Context: an optimization exercise on an open-source flow, tuned for small area. The choices shown serve that exercise and are no tape-out recipe. Function was checked by simulation only, so behaviour that the tests miss may differ from the original. No activity file was given, so power comes from the tool's default toggle rates.

run 1:
// ms53l
module ms53l(
    input       clk,
    input       rst_n,
    input       key_in,
    input       uart_rx,
    output      uart_tx,
    input       uart_rx_ms53l,
    output      uart_tx_ms531,
    output reg  led_out,
    output wire stcp,
    output wire shcp,
    output wire ds,
    output wire oe
);
clock: 10.0 ns
lec_check: 0
abc_area: 1
cap_margin: 20
core_margin: 2
core_utilization: 40
cts_buf_list: sky130_fd_sc_hd__clkbuf_4
cts_cluster_diameter: 100
cts_cluster_size: 50
slew_margin: 20
run.sh (not shown) runs the stock make flow with config.mk's settings and CLKGATE_MAP_FILE= SYNTH_SCRIPT=/design/flow/synth_recipe.tcl, a recipe that flattens the netlist after the stock synthesis.
Input changes introduced in run 2 (baseline for comparison: run 1):
- CTS_BUF_LIST now sky130_fd_sc_hd__clkbuf_8, was sky130_fd_sc_hd__clkbuf_4
- CTS_CLUSTER_SIZE now 100, was 50
- CTS_CLUSTER_DIAMETER now 300, was 100
- CORE_UTILIZATION now 60, was 40
- ABC_AREA no longer set, was 1
### Flow results
Amount of wire on met3 after detailed routing ends up higher on run 2. Going from run 1 to run 2, combinational power share went down, placed instance count went down, cell count went down, area added between synthesis and finish went up, number of multi-input combinational cells in the layout went down. From run 1 to run 2 the numbers moved as follows: post-placement worst setup slack moved down; clock period minus final worst setup slack moved up; clock power moved up; worst setup slack moved down. Sequential share of cell area, run 2 and run 1: higher on run 2. Startpoint of the worst setup timing path: uart_rx_ms53l -> run 1, rst_n -> run 2.
Here is what was changed in the inputs of run 3 compared with run 2.
- swapping 100 for 50 in CTS_CLUSTER_SIZE
- swapping 300 for 100 in CTS_CLUSTER_DIAMETER
- swapping sky130_fd_sc_hd__clkbuf_8 for sky130_fd_sc_hd__clkbuf_4 in CTS_BUF_LIST
- swapping 60 for 40 in CORE_UTILIZATION
Results
Relative to run 2, hold slack increased by 0.0073 ns in run 3. Going from run 2 to run 3, final core utilization down 21 points, smallest setup slack after layout down 0.069 ns, final-layout clock buffer total up 6, number of global-route vias before repair flat, switching power down about 14%. Run 3 -> run 2: via count flat. Run 3 vs run 2 on switching share of total power: run 3 is the lower one. Run 3 ended with more critical path arrival than run 2. Compare run 2 and run 3 | pre-CTS setup slack lower: run 3.
## Diff of input files: run 4 against run 3
- CTS_CLUSTER_DIAMETER removed (was 100)
- CTS_BUF_LIST removed (was sky130_fd_sc_hd__clkbuf_4)
- CTS_CLUSTER_SIZE removed (was 50)
Having completed the whole flow, run 4 delivered a layout that passed the timing, DRC and antenna checks.
Compared with run 3, run 4 shows post-layout instance area higher by 4.2%.
Logic gate share of total power delta for run 4 relative to run 3: 1.8 points lower
In the reports for run 3 and run 4, the smaller sequential share of layout area belongs to run 4.

* * *

## old
ms53l, a different RTL version from the one above (not shown whole).
Size: roughly 0.0055 mm^2 of cells after synthesis.
==> flow/config.mk <==
export PLATFORM = sky130hd
export DESIGN_NAME = ms53l
export DESIGN_NICKNAME = ms53l
export VERILOG_FILES = /design/flow/design.v
export SDC_FILE = /design/flow/constraint.sdc
export NUM_CORES = 4
export LEC_CHECK = 0
export CAP_MARGIN = 20
export CORE_MARGIN = 2
export CORE_UTILIZATION = 55
export SLEW_MARGIN = 20
==> flow/constraint.sdc <==
create_clock -name core_clock -period 10.0 [get_ports {clk}]
set_input_delay 2.0000 -clock core_clock [delete_from_list [all_inputs] [get_ports {clk}]]
set_output_delay 2.0000 -clock core_clock [all_outputs]
set_load 0.01 [all_outputs]
standard.sh (not shown) runs the stock make flow with config.mk's settings and CLKGATE_MAP_FILE= SYNTH_SCRIPT=/design/flow/synth_recipe.tcl, a recipe that flattens the netlist after the stock synthesis.
==> flow/flow/run.sh <==
#!/bin/bash
# Layout flow: the standard ORFS flow (standard.sh) with three changes:
#  - synthesis: the standard script (own_synth.tcl = synth_recipe.tcl) with
#    ORFS's adder extraction off and ABC run on an area script
#    (abc_area.abc); flip-flops are mapped exactly as in the standard run;
#  - port buffers are the minimum-size buffer;
#  - clock tree built from clkbuf_4 only, without dummy loads.
# Each tool's full output goes to the ORFS logs, and each make run's output
# to a log file in this folder.
set -euo pipefail
F="$(pwd)/flow"
export OWN_ABC_SCRIPT="$F/abc_area.abc"
export CTS_ARGS='-sink_clustering_enable -buf_list "sky130_fd_sc_hd__clkbuf_4" -dont_use_dummy_load -repair_clock_nets'
export BUFFER_PORTS_ARGS="-buffer_cell sky130_fd_sc_hd__buf_1"
bash standard.sh SYNTH_SCRIPT="$F/own_synth.tcl" ADDER_MAP_FILE= synth > synth.log 2>&1
bash standard.sh SYNTH_SCRIPT="$F/own_synth.tcl" ADDER_MAP_FILE= finish > layout.log 2>&1
==> flow/flow/abc_area.abc <==
strash
&get -n
&fraig -x
&put
scorr
dc2
strash
&get -n
&syn2
&dch -f
&nf -R 1000
&put
==> flow/flow/own_synth.tcl <==
proc synth {args} { yosys synth -nofsm -noshare {*}$args }
proc abc {args} {
  set i [lsearch -exact $args -script]
  if { $i >= 0 } { lset args [expr { $i + 1 }] $::env(OWN_ABC_SCRIPT) }
  yosys abc {*}$args
}
source $::env(SCRIPTS_DIR)/synth.tcl
# left out here: clear keep_hierarchy, flatten, clean up, hide names made inside functions, write 1_2_yosys.v
#### Input delta (new over old)
Settings: putting CTS_CLUSTER_SIZE at 50 where nothing was set; putting CTS_CLUSTER_DIAMETER at 100 where nothing was set; putting CTS_BUF_LIST at sky130_fd_sc_hd__clkbuf_4 where nothing was set; swapping 55 for 40 in CORE_UTILIZATION.
==> flow/run.sh (new file) <==
#!/bin/bash
# synth_recipe.tcl (not shown) runs the flow's synth.tcl, then flattens the netlist and writes it again
# the make line also repeats each setting of config.mk as NAME=value (left out here)
make -C /OpenROAD-flow-scripts/flow DESIGN_CONFIG=/design/flow/config.mk WORK_HOME=/design/flow/orfs CLKGATE_MAP_FILE= SYNTH_SCRIPT=/design/flow/synth_recipe.tcl finish
removed: flow/flow/run.sh
removed: flow/flow/abc_area.abc
removed: flow/flow/own_synth.tcl
removed: flow/standard.sh
Notes after the runs:
Relative to old, the sequential element share of the synthesized area of new is lower by 8.4 points. new packs its core more loosely than old. Going from old to new, half-perimeter wire length after detailed placement grew by about 18%; net switching power grew by 0.032 mW; final instance count without filler cells grew by 26%. Worst setup slack, old and new: larger value in old. Summary of the comparison: final weighted congestion of routability-driven global placement is lower in new, relative to old. As far as post-CTS setup repair buffer count goes, old and new are indistinguishable; the numbers are identical.

## what the ideal ports hide
The flow's constraints put no driver on any port. The routed layouts listed below were extracted and timed again, unchanged, in two steps.
Step 1, drivers: a clkbuf_16 drives clk and a buf_2 each remaining input, both assumed.
Step 2 times the ports against the registers' clock, not the clock port: input delays grow and output delays shrink by t, the midpoint of the rising clock arrivals with the driver on.
Slacks: ideal ports / drivers / drivers and shift; pairs: ideal ports / drivers.
run	t (ns)	setup slack, ns	hold slack, ns	clock arrival spread, ns	worst slew at a driven data input, ns
run 1	0.567	4.983 / 4.961 / 4.961	0.357 / 0.357 / 0.357	0.020 / 0.020	0.03
run 2	0.477	4.978 / 4.954 / 4.954	0.373 / 0.373 / 0.373	0.013 / 0.014	0.03
run 3	0.554	4.909 / 4.883 / 4.883	0.380 / 0.380 / 0.380	0.020 / 0.020	0.03
run 4	0.456	4.906 / 4.881 / 4.881	0.368 / 0.368 / 0.368	0.012 / 0.012	0.03
old	0.549	5.230 / 5.163 / 5.163	0.357 / 0.357 / 0.357	0.035 / 0.035	0.06
new	0.561	4.989 / 4.965 / 4.965	0.380 / 0.380 / 0.380	0.022 / 0.022	0.03
After both steps every run listed still meets setup and hold. For old, which loses most, drivers alone change the setup slack by -0.067 ns; drivers and shift together by -0.067 ns.
